Source: an optimization exercise on an open RTL-to-GDS flow (aim: small area). Production flows keep margins and buffers that such runs may drop.
At most, simulation tests tie the RTL to the original design; equivalence was not proved.
The clock input has no modelled driver; a real chip could not lean on it and would need a root buffer or a full tree.
No activity file was given, so power comes from the tool's default toggle rates.

==> inputs of run P <==
==> flow/design.v <==
module sonic(
	input clk,
	input rst,
	output reg trigger,
	input echo,
	output reg [3:0]num0,
	output [3:0]num1,
	output near
);
localparam [22:0] LZ = 23'd7813801;
localparam [11:0] PZ = 12'd974;
reg [22:0] L;
wire endHigh = trigger & L[1] & L[5] & L[8] & L[9] & L[15] & ~L[20] & L[21];
wire endLow = (L[22:5] == LZ[22:5]) && (L[2:0] == LZ[2:0]);
wire lfb = L[22] ^ L[17];
always @(posedge clk) begin
	if (rst) begin
		L <= LZ;
		trigger <= 1'b0;
	end else begin
		L <= ~({L[21:0], lfb} ^ {4'b0, endHigh, 18'b0});
		if (endLow) trigger <= 1'b1;
		else if (endHigh) trigger <= 1'b0;
	end
end
reg [11:0] P;
reg [3:0] u, t;
reg flag;
reg [3:0] n1c;
wire pw = P[1] & ~P[2] & P[5] & ~P[6] & ~P[8] & P[9] & ~P[10] & ~P[11];
wire pfb = P[11] ^ P[10];
wire sat = t[3] & t[2];
wire inc = pw & ~sat;
wire ci = inc & u[0];
wire t9 = t[3] & t[0];
wire tc = ci & u[3];
wire tci = tc & t[0];
always @(posedge clk) begin
	if (rst | ~echo | pw) P <= PZ;
	else P <= ~{P[10:0], pfb};
	if (rst | ~echo) begin
		u <= 4'd0;
		t <= 4'd0;
	end else begin
		u <= u ^ {ci & (u[1] & u[2] | u[3] & ~t9), ci & (u[1] | u[3] & t9), ci & ~u[3], inc};
		t <= t ^ {tci & t[1] & t[2], tci & (t[1] | t[3]), tci & ~t[3], tc};
	end
	flag <= ~rst & echo;
	if (rst) begin
		num0 <= 4'd0;
		n1c <= 4'd10;
	end else if (flag & ~echo) begin
		num0 <= u;
		n1c <= t;
	end
end
assign num1 = {n1c[3] & ~n1c[1], n1c[2], n1c[1] & ~n1c[3], n1c[0]};
assign near = ~n1c[3] & ~n1c[2];
endmodule
==> flow/flow/run.sh <==
#!/bin/bash
# The standard layout (standard.sh) with these changes:
#  - synthesis maps logic with an area-oriented ABC script (flow/abc_area_map.script)
#    in place of ORFS's abc_speed.script; everything else in synthesis, including
#    synth_recipe.tcl and register mapping, is unchanged;
#  - port buffers are the smallest buffer cell instead of the one buffer_ports picks;
#  - the clock tree is one clock buffer (flow/clock_buffer.tcl) in place of TritonCTS;
#    the rest of ORFS's CTS step (timing repair, placement legalisation) is unchanged.
# Each tool's output goes to the ORFS logs under orfs/logs and to standard_flow.log.
set -euo pipefail
here=$(pwd)
rm -rf "$here/scripts_mod"
cp -r "$FLOW_HOME/scripts" "$here/scripts_mod"
cp "$here/flow/abc_area_map.script" "$here/scripts_mod/abc_speed.script"
sed -i 's|^log_cmd clock_tree_synthesis {\*}\$cts_args$|source $::env(CLOCK_BUFFER_TCL)|' "$here/scripts_mod/cts.tcl"
grep -q CLOCK_BUFFER_TCL "$here/scripts_mod/cts.tcl"
export CLOCK_BUFFER_TCL="$here/flow/clock_buffer.tcl"
export CLOCK_BUFFER_CELL=sky130_fd_sc_hd__clkbuf_8
export CLOCK_BUFFER_COUNT=2
export BUFFER_PORTS_ARGS="-buffer_cell sky130_fd_sc_hd__buf_1"
bash standard.sh SCRIPTS_DIR="$here/scripts_mod" finish > standard_flow.log 2>&1
==> flow/flow/abc_area_map.script <==
strash
dch -f
map -a
strash
dch -f
map -a
topo
==> flow/flow/clock_buffer.tcl <==
# Clock distribution used in place of TritonCTS for this small design: the
# clock port drives CLOCK_BUFFER_COUNT clock buffers, each placed at the centre
# of a cluster of register clock pins (k-means on the placed registers) and
# driving the clock pins of that cluster.
set cell $::env(CLOCK_BUFFER_CELL)
set k $::env(CLOCK_BUFFER_COUNT)
set block [ord::get_db_block]
set port_net [$block findNet clk]
set master [[ord::get_db] findMaster $cell]
set pins {}
foreach iterm [$port_net getITerms] {
  set loc [[$iterm getInst] getLocation]
  lappend pins [list $iterm [lindex $loc 0] [lindex $loc 1]]
}
set n [llength $pins]
# initial centres: pins spread along the sorted x order
set sorted [lsort -integer -index 1 $pins]
set cx {}
set cy {}
for {set c 0} {$c < $k} {incr c} {
  set p [lindex $sorted [expr {int(($c + 0.5) * $n / $k)}]]
  lappend cx [lindex $p 1]
  lappend cy [lindex $p 2]
}
for {set it 0} {$it < 50} {incr it} {
  set assign {}
  foreach p $pins {
    set best 0
    set bd -1
    for {set c 0} {$c < $k} {incr c} {
      set dx [expr {[lindex $p 1] - [lindex $cx $c]}]
      set dy [expr {[lindex $p 2] - [lindex $cy $c]}]
      set d [expr {abs($dx) + abs($dy)}]
      if {$bd < 0 || $d < $bd} { set bd $d; set best $c }
    }
    lappend assign $best
  }
  set ncx {}
  set ncy {}
  for {set c 0} {$c < $k} {incr c} {
    set sx 0; set sy 0; set m 0
    foreach p $pins a $assign {
      if {$a == $c} { incr sx [lindex $p 1]; incr sy [lindex $p 2]; incr m }
    }
    if {$m > 0} {
      lappend ncx [expr {$sx / $m}]; lappend ncy [expr {$sy / $m}]
    } else {
      lappend ncx [lindex $cx $c]; lappend ncy [lindex $cy $c]
    }
  }
  set cx $ncx
  set cy $ncy
}
$port_net setSigType CLOCK
for {set c 0} {$c < $k} {incr c} {
  set buf [odb::dbInst_create $block $master clkbuf_leaf_$c]
  set leaf [odb::dbNet_create $block clknet_leaf_$c]
  $leaf setSigType CLOCK
  set m 0
  foreach p $pins a $assign {
    if {$a == $c} {
      set iterm [lindex $p 0]
      $iterm disconnect
      $iterm connect $leaf
      incr m
    }
  }
  [$buf findITerm A] connect $port_net
  [$buf findITerm X] connect $leaf
  $buf setLocation [lindex $cx $c] [lindex $cy $c]
  $buf setPlacementStatus PLACED
  puts "clock_buffer.tcl: $cell clkbuf_leaf_$c drives $m clock pins"
}
==> flow/standard.sh <==
#!/bin/bash
# synth_recipe.tcl (not shown) runs the flow's synth.tcl, then flattens the netlist and writes it again
# the make line also repeats each setting of config.mk as NAME=value (left out here)
make -C /OpenROAD-flow-scripts/flow DESIGN_CONFIG=/design/flow/config.mk WORK_HOME=/design/flow/orfs CLKGATE_MAP_FILE= SYNTH_SCRIPT=/design/flow/synth_recipe.tcl "${@:-finish}"
==> flow/config.mk <==
export PLATFORM = sky130hd
export DESIGN_NAME = sonic
export DESIGN_NICKNAME = sonic
export VERILOG_FILES = /design/flow/design.v
export SDC_FILE = /design/flow/constraint.sdc
export NUM_CORES = 4
export LEC_CHECK = 0
export CAP_MARGIN = 20
export CORE_MARGIN = 2
export CORE_UTILIZATION = 85
export SLEW_MARGIN = 20
==> flow/constraint.sdc <==
create_clock -name core_clock -period 25.0 [get_ports {clk}]
set_input_delay 5.0000 -clock core_clock [delete_from_list [all_inputs] [get_ports {clk}]]
set_output_delay 5.0000 -clock core_clock [all_outputs]
set_load 0.01 [all_outputs]
==> inputs of run B, as changes to run P <==
==> flow/design.v, changed modules only <==
module sonic(
	input clk,
	input rst,
	output reg trigger,
	input echo,
	output reg [3:0]num0,
	output [3:0]num1,
	output near
);
localparam [22:0] LZ = 23'd7813801;
localparam [11:0] PZ = 12'd974;
reg [22:0] L;
wire endHigh = trigger & L[1] & L[5] & L[8] & L[9] & L[15] & ~L[20] & L[21];
wire endLow = (L == LZ);
wire lfb = L[22] ^ L[17];
always @(posedge clk) begin
	if (rst) begin
		L <= LZ;
		trigger <= 1'b0;
	end else begin
		L <= ~({L[21:0], lfb} ^ {4'b0, endHigh, 18'b0});
		if (endLow) trigger <= 1'b1;
		else if (endHigh) trigger <= 1'b0;
	end
end
reg [11:0] P;
reg [3:0] u, t;
reg flag;
reg [3:0] n1c;
wire pw = P[1] & ~P[2] & P[5] & ~P[6] & ~P[8] & P[9] & ~P[10] & ~P[11];
wire pfb = P[11] ^ P[10];
wire sat = t[3] & t[2];
always @(posedge clk) begin
	if (rst | ~echo | pw) P <= PZ;
	else P <= ~{P[10:0], pfb};
	if (rst | ~echo) begin
		u <= 4'd0;
		t <= 4'd0;
	end else if (pw & ~sat) begin
		if (u == 4'd9) begin
			if (t == 4'd9) begin
				u <= 4'd12;
				t <= 4'd12;
			end else begin
				u <= 4'd0;
				t <= t + 4'd1;
			end
		end else
			u <= u + 4'd1;
	end
	flag <= ~rst & echo;
	if (rst) begin
		num0 <= 4'd0;
		n1c <= 4'd10;
	end else if (flag & ~echo) begin
		num0 <= u;
		n1c <= t;
	end
end
assign num1 = {n1c[3] & ~n1c[1], n1c[2], n1c[1] & ~n1c[3], n1c[0]};
assign near = ~n1c[3] & ~n1c[2];
endmodule
==> flow/run.sh (new file) <==
#!/bin/bash
# synth_recipe.tcl (not shown) runs the flow's synth.tcl, then flattens the netlist and writes it again
# the make line also repeats each setting of config.mk as NAME=value (left out here)
make -C /OpenROAD-flow-scripts/flow DESIGN_CONFIG=/design/flow/config.mk WORK_HOME=/design/flow/orfs CLKGATE_MAP_FILE= SYNTH_SCRIPT=/design/flow/synth_recipe.tcl finish
--- a/flow/config.mk
+++ b/flow/config.mk
@@ -8,4 +8,4 @@
 export CAP_MARGIN = 20
 export CORE_MARGIN = 2
-export CORE_UTILIZATION = 85
+export CORE_UTILIZATION = 40
 export SLEW_MARGIN = 20
removed: flow/flow/run.sh
removed: flow/flow/abc_area_map.script
removed: flow/flow/clock_buffer.tcl
removed: flow/standard.sh
==> inputs of run G, as changes to run P <==
==> flow/design.v, changed modules only <==
module sonic(
	input clk,
	input rst,
	output reg trigger,
	input echo,
	output reg [3:0]num0,
	output [3:0]num1,
	output near
);
localparam [22:0] LZ = 23'd7813801;
localparam [11:0] PZ = 12'd974;
reg [22:0] L;
wire endHigh = trigger & L[1] & L[5] & L[8] & L[9] & L[15] & ~L[20] & L[21];
wire endLow = (L[22:5] == LZ[22:5]) && (L[2:0] == LZ[2:0]);
wire lfb = L[22] ^ L[17];
always @(posedge clk) begin
	if (rst) begin
		L <= LZ;
		trigger <= 1'b0;
	end else begin
		L <= ~({L[21:0], lfb} ^ {4'b0, endHigh, 18'b0});
		if (endLow) trigger <= 1'b1;
		else if (endHigh) trigger <= 1'b0;
	end
end
reg [11:0] P;
reg [3:0] u, t;
reg flag;
reg [3:0] n1c;
wire pw = P[1] & ~P[2] & P[5] & ~P[6] & ~P[8] & P[9] & ~P[10] & ~P[11];
wire pfb = P[11] ^ P[10];
wire sat = t[3] & t[1];
wire inc = pw & ~sat;
wire ci = inc & u[0];
wire tc = ci & u[3];
wire tci = tc & t[0];
always @(posedge clk) begin
	if (rst | ~echo | pw) P <= PZ;
	else P <= ~{P[10:0], pfb};
	if (rst | ~echo) begin
		u <= 4'd0;
		t <= 4'd0;
	end else begin
		u <= u ^ {ci & (u[1] & u[2] | u[3]), ci & u[1], ci & ~u[3], inc};
		t <= t ^ {tci & t[1] & t[2], tci & t[1], tci, tc};
	end
	flag <= ~rst & echo;
	if (rst) begin
		num0 <= 4'd0;
		n1c <= 4'd10;
	end else if (flag & ~echo) begin
		num0 <= {u[3] | sat, u[2] | sat, u[1] & ~sat, u[0] & ~sat};
		n1c <= {t[3], t[2] | sat, t[1] & ~sat, t[0]};
	end
end
assign num1 = {n1c[3] & ~n1c[1], n1c[2], n1c[1] & ~n1c[3], n1c[0]};
assign near = ~n1c[3] & ~n1c[2];
endmodule
--- a/flow/flow/run.sh
+++ b/flow/flow/run.sh
@@ -3,7 +3,9 @@
 #  - synthesis maps logic with an area-oriented ABC script (flow/abc_area_map.script)
 #    in place of ORFS's abc_speed.script; everything else in synthesis, including
-#    synth_recipe.tcl and register mapping, is unchanged;
+#    synth_recipe.tcl and register mapping, is unchanged, except that half/full
+#    adders are left to ABC rather than mapped to adder cells (ADDER_MAP_FILE empty);
 #  - port buffers are the smallest buffer cell instead of the one buffer_ports picks;
-#  - the clock tree is one clock buffer (flow/clock_buffer.tcl) in place of TritonCTS;
+#  - the clock tree is CLOCK_BUFFER_COUNT clock buffers fed by the clock port, each
+#    driving one cluster of registers (flow/clock_buffer.tcl), in place of TritonCTS;
 #    the rest of ORFS's CTS step (timing repair, placement legalisation) is unchanged.
 # Each tool's output goes to the ORFS logs under orfs/logs and to standard_flow.log.
@@ -17,5 +19,5 @@
 export CLOCK_BUFFER_TCL="$here/flow/clock_buffer.tcl"
 export CLOCK_BUFFER_CELL=sky130_fd_sc_hd__clkbuf_8
-export CLOCK_BUFFER_COUNT=2
+export CLOCK_BUFFER_COUNT=3
 export BUFFER_PORTS_ARGS="-buffer_cell sky130_fd_sc_hd__buf_1"
-bash standard.sh SCRIPTS_DIR="$here/scripts_mod" finish > standard_flow.log 2>&1
+bash standard.sh SCRIPTS_DIR="$here/scripts_mod" ADDER_MAP_FILE= finish > standard_flow.log 2>&1
--- a/flow/config.mk
+++ b/flow/config.mk
@@ -8,4 +8,4 @@
 export CAP_MARGIN = 20
 export CORE_MARGIN = 2
-export CORE_UTILIZATION = 85
+export CORE_UTILIZATION = 65
 export SLEW_MARGIN = 20
==> inputs of run X, as changes to run P <==
--- a/flow/design.v
+++ b/flow/design.v
@@ -12,5 +12,5 @@
 reg [22:0] L;
 wire endHigh = trigger & L[1] & L[5] & L[8] & L[9] & L[15] & ~L[20] & L[21];
-wire endLow = (L[22:5] == LZ[22:5]) && (L[2:0] == LZ[2:0]);
+wire endLow = (L == LZ);
 wire lfb = L[22] ^ L[17];
 always @(posedge clk) begin
==> flow/flow/run.sh (replaced) <==
#!/bin/bash
# The standard layout (standard.sh) with these changes:
#  - synthesis maps logic with an area-oriented ABC script (flow/abc_area_map.script)
#    in place of ORFS's abc_speed.script; everything else in synthesis, including
#    synth_recipe.tcl and register mapping, is unchanged;
#  - port buffers are the smallest buffer cell instead of the one buffer_ports picks;
#  - no dummy balancing loads in the clock tree.
# Each tool's output goes to the ORFS logs under orfs/logs and to standard_flow.log.
set -euo pipefail
here=$(pwd)
rm -rf "$here/scripts_abc"
cp -r "$FLOW_HOME/scripts" "$here/scripts_abc"
cp "$here/flow/abc_area_map.script" "$here/scripts_abc/abc_speed.script"
export BUFFER_PORTS_ARGS="-buffer_cell sky130_fd_sc_hd__buf_1"
export CTS_ARGS="-sink_clustering_enable -repair_clock_nets -dont_use_dummy_load"
bash standard.sh SCRIPTS_DIR="$here/scripts_abc" finish > standard_flow.log 2>&1
--- a/flow/config.mk
+++ b/flow/config.mk
@@ -8,4 +8,4 @@
 export CAP_MARGIN = 20
 export CORE_MARGIN = 2
-export CORE_UTILIZATION = 85
+export CORE_UTILIZATION = 40
 export SLEW_MARGIN = 20
removed: flow/flow/clock_buffer.tcl
==> notes.md <==
quantity	run X	run B	run P	run G
Result of the run	finished clean	finished clean	stopped before the end	finished clean
Failing step	-	-	global placement without I/O	-
Residual overflow from global routing	0	0	-	0
RSZ-0062 raised after global routing	no	no	-	no
Xor/xnor cell area share of the yosys netlist	0	0.0241	0	0
R2r worst-path depth	13	4	-	7
Combinational power	5.59 µW	5.97 µW	-	5.36 µW
Worst setup path startpoint	rst	rst	-	rst
Post-CTS Hold Buffers	0	0	-	0
Max stage delay cell, worst path	sky130_fd_sc_hd__nor2_1	sky130_fd_sc_hd__clkdlybuf4s50_1	-	sky130_fd_sc_hd__nor2_1
Synth Area in Simple Gates	0.191	0.296	0.184	0.201
Highest metal layer used by the detailed router	met4	met4	-	met4
Number of CTS-inserted buffers	5	5	-	-
Clock latency on the worst-skew pair	300 ps	310 ps	-	160 ps
Worst path buffer plus inverter count	3	2	-	3
Total number of H-tree levels	2	2	-	-
Worst Hold Endpoint	P[8]	P[8]	-	P[9]
Area fraction of clock buffers and clock inverters	0.0375	0.0654	-	-
Sequential power	89.4 µW	88.9 µW	-	89.3 µW
Mean routed wirelength per cell	10.9 µm	12.6 µm	-	11.4 µm
Function not checked in run P and run X: the RTL went through the layout flow alone. The clock cells of run G come from the design's own scripts or RTL, not from TritonCTS.

## afterwards: timing with drivers on the ports
In the flow no input, the clock included, has a driving cell. The finished layouts below were timed again as built, in two steps. Step 1, drivers: a clkbuf_16 drives clk and a buf_2 each remaining input, both assumed. Step 2 times the ports against the registers' clock, not the clock port: input delays grow and output delays shrink by t, the midpoint of the rising clock arrivals with the driver on. Slacks: ideal / step 1 / step 2; pairs: ideal / step 1.
| run | t (ns) | setup WS [ns] | worst register clock-pin slew, ns |
|---|---|---|---|
| run B | 0.327 | 18.209 / 18.212 / 17.885 | 0.10 / 0.10 |
| run G | 0.193 | 18.414 / 18.437 / 18.244 | 0.11 / 0.11 |
| run X | 0.319 | 18.475 / 18.481 / 18.162 | 0.08 / 0.08 |
After both steps every run listed still meets setup and hold. The setup slack of run B, which loses most, moves by +0.003 ns with the drivers and by -0.324 ns with both steps.
